Source: an optimization exercise on an open RTL-to-GDS flow (aim: small area). Production flows keep margins and buffers that such runs may drop.
In this exercise RTL edits were held to simulation tests only and were not proved equivalent to the original.
Power figures rest on the tool's default switching activity, not on a simulated workload.

run 1:
## motorpackage
module motorpackage(
    input        inc,
    input        rst,
    input        en,
    input        rxin,
    input        q1a, q1b, q2a, q2b, q3a, q3b, q4a, q4b,
    input  [2:0] hall1, hall2, hall3, hall4, hall5,
    output [1:0] a1, b1, c1,
    output [1:0] a2, b2, c2,
    output [1:0] a3, b3, c3,
    output [1:0] a4, b4, c4,
    output [1:0] a5, b5, c5,
    output       tx
    );
localparam [2:0] S_IDLE = 3'd0, S_START = 3'd1, S_DATA = 3'd2, S_STOP = 3'd3, S_CLEAN = 3'd4;
reg       rx_r1, rx_r2;
reg [2:0] rx_sm;
reg [8:0] rx_cnt;       
reg [2:0] rx_idx;
reg [7:0] rx_byte;      
wire rx_end = (rx_cnt == 9'h1a8);                          
wire [8:0] rx_cnt_step = {rx_cnt[7:0], ~(rx_cnt[8] ^ rx_cnt[4])};
wire rx_dv  = (rx_sm == S_CLEAN);
always @(posedge inc) begin
    if (rst) begin
        rx_r1 <= 1'b0;
        rx_r2 <= 1'b0;
    end else begin
        rx_r1 <= rxin;
        rx_r2 <= rx_r1;
    end
end
always @(posedge inc) begin
    if (rst) begin
        rx_sm  <= S_IDLE;
    end else begin
        case (rx_sm)
            S_IDLE: begin
                rx_cnt <= 9'h1d4;                           
                rx_idx <= 3'd0;
                if (!rx_r2) rx_sm <= S_START;
            end
            S_START: begin
                if (rx_end) begin
                    rx_cnt <= 9'd0;
                    rx_sm  <= rx_r2 ? S_IDLE : S_DATA;
                end else
                    rx_cnt <= rx_cnt_step;
            end
            S_DATA: begin
                if (rx_end) begin
                    rx_cnt <= 9'd0;
                    rx_idx <= rx_idx + 1'b1;
                    if (rx_idx == 3'd7) rx_sm <= S_STOP;
                end else
                    rx_cnt <= rx_cnt_step;
            end
            S_STOP: begin
                if (rx_end) begin
                    rx_cnt <= 9'd0;
                    rx_sm  <= S_CLEAN;
                end else
                    rx_cnt <= rx_cnt_step;
            end
            default: rx_sm <= S_IDLE;
        endcase
    end
end
always @(posedge inc)
    if (rx_sm == S_DATA && rx_end) rx_byte <= {rx_r2, rx_byte[7:1]};
reg [1:0] set_cnt;
reg [3:0] dir;
  ...
Size: roughly 58 I/O pins, about 21000 um^2 of cells after synthesis.
==> flow/config.mk <==
export PLATFORM = sky130hd
export DESIGN_NAME = motorpackage
export DESIGN_NICKNAME = motorpackage
export VERILOG_FILES = /design/flow/design.v
export SDC_FILE = /design/flow/constraint.sdc
export NUM_CORES = 4
export LEC_CHECK = 0
export CAP_MARGIN = 20
export CORE_MARGIN = 2
export CORE_UTILIZATION = 40
export CTS_BUF_LIST = sky130_fd_sc_hd__clkbuf_4
export SLEW_MARGIN = 20
==> flow/constraint.sdc <==
create_clock -name core_clock -period 10.0 [get_ports {inc}]
set_input_delay 2.0000 -clock core_clock [delete_from_list [all_inputs] [get_ports {inc}]]
set_output_delay 2.0000 -clock core_clock [all_outputs]
set_load 0.01 [all_outputs]
standard.sh (not shown) runs the stock make flow with config.mk's settings and CLKGATE_MAP_FILE= SYNTH_SCRIPT=/design/flow/synth_recipe.tcl, a recipe that flattens the netlist after the stock synthesis.
==> flow/flow/run.sh <==
#!/bin/bash
# Standard layout, with clock tree synthesis told not to add dummy loads.
set -e
cp standard.sh standard_copy.txt
export CTS_ARGS="-sink_clustering_enable -repair_clock_nets -buf_list sky130_fd_sc_hd__clkbuf_4 -dont_use_dummy_load"
bash standard.sh > standard.log 2>&1
Run 1: done, clean on timing, DRC and antenna
Input changes introduced in run 2 (baseline for comparison: run 1):
Settings: putting CTS_CLUSTER_SIZE at 25 where nothing was set; putting ABC_AREA at 1 where nothing was set; swapping sky130_fd_sc_hd__clkbuf_4 for sky130_fd_sc_hd__clkbuf_16 in CTS_BUF_LIST; putting CTS_CLUSTER_DIAMETER at 80 where nothing was set; swapping 40 for 60 in CORE_UTILIZATION; putting GPL_TIMING_DRIVEN at 1 where nothing was set.
==> flow/run.sh (new file) <==
#!/bin/bash
# synth_recipe.tcl (not shown) runs the flow's synth.tcl, then flattens the netlist and writes it again
# the make line also repeats each setting of config.mk as NAME=value (left out here)
make -C /OpenROAD-flow-scripts/flow DESIGN_CONFIG=/design/flow/config.mk WORK_HOME=/design/flow/orfs CLKGATE_MAP_FILE= SYNTH_SCRIPT=/design/flow/synth_recipe.tcl finish
removed: flow/flow/run.sh
removed: flow/standard.sh
==> comparison <==
Run 2 against run 1: sequential fraction of the synthesis area grew by 0.27 points, via count shrank by 2.7%, post-synthesis to final-layout area growth shrank by 2.0 points, total negative slack held steady.
#### Input delta (run 3 over run 2)
Settings: CTS_CLUSTER_DIAMETER: 80 -> unset; GPL_TIMING_DRIVEN: 1 -> unset; CTS_BUF_LIST: sky130_fd_sc_hd__clkbuf_16 -> sky130_fd_sc_hd__clkbuf_4; ABC_AREA: 1 -> unset; CTS_CLUSTER_SIZE: 25 -> unset; CORE_UTILIZATION: 60 -> 40.
--- outcome ---
- Sort run 3 and run 2 by clock buffer count in the final layout desc -> top: run 3
- Part of the total power dissipated in the clock network (lower): run 2
- The final reports for run 3 and run 2 show global-route met1 utilization lower in the former.
- Worst clock skew: run 3 worse than run 2
Here is what was changed in the inputs of run 4 compared with run 3.
Settings: putting CTS_CLUSTER_DIAMETER at 100 where nothing was set; putting CTS_CLUSTER_SIZE at 30 where nothing was set; putting GPL_TIMING_DRIVEN at 1 where nothing was set; putting ABC_AREA at 1 where nothing was set; swapping sky130_fd_sc_hd__clkbuf_4 for sky130_fd_sc_hd__clkbuf_16 in CTS_BUF_LIST.
==> comparison <==
Summary — number of antenna violations at the first check in global routing, run 4 relative to run 3: lower, by 1.
From run 3 to run 4 the numbers moved as follows: part of the total power dissipated in the clock network lower; half-perimeter wire length after placement now sits lower; core utilization shows a reduction of 1.7 points; number of gates on the worst path with buffers counted decreased about 4%.
Looking only at post-route minimum period, and setting everything else aside, the higher value of run 3 and run 4 goes to run 3.
Run 4 ends up with a simple logic cell fraction of the synthesized area that is 1.6 points higher than in run 3.
Looking at overall power of the completed layout, run 4 sits about 14% below run 3.
Commonest non-fill, non-tap cell in the layout: sky130_fd_sc_hd__inv_1 -> run 4, sky130_fd_sc_hd__dfxtp_1 -> run 3

separate check: timing with driven ports:
In the flow no input, the clock included, has a driving cell. The finished layouts below were timed again as built, in two steps. Step 1, drivers: a clkbuf_16 drives inc and a buf_2 each remaining input, both assumed. Step 2, shift: input delay + t, output delay - t, t = (earliest + latest rising clock arrival at the registers) / 2. This alone moves slack from input paths to output paths. Slacks: ideal / step 1 / step 2; pairs: ideal / step 1.
run	shift t [ns]	setup slack, ns	worst setup path after step 2	latest minus earliest clock arrival (ns)	cell pins on the clock port's net
run 1	0.854	1.608 / 1.608 / 1.608	register to register	0.115 / 0.116	1
run 2	0.587	2.054 / 2.054 / 2.054	register to register	0.022 / 0.022	1
run 3	0.895	1.609 / 1.609 / 1.609	register to register	0.064 / 0.065	1
run 4	0.583	1.917 / 1.917 / 1.917	register to register	0.043 / 0.043	1
After both steps setup and hold are still met in every run listed.
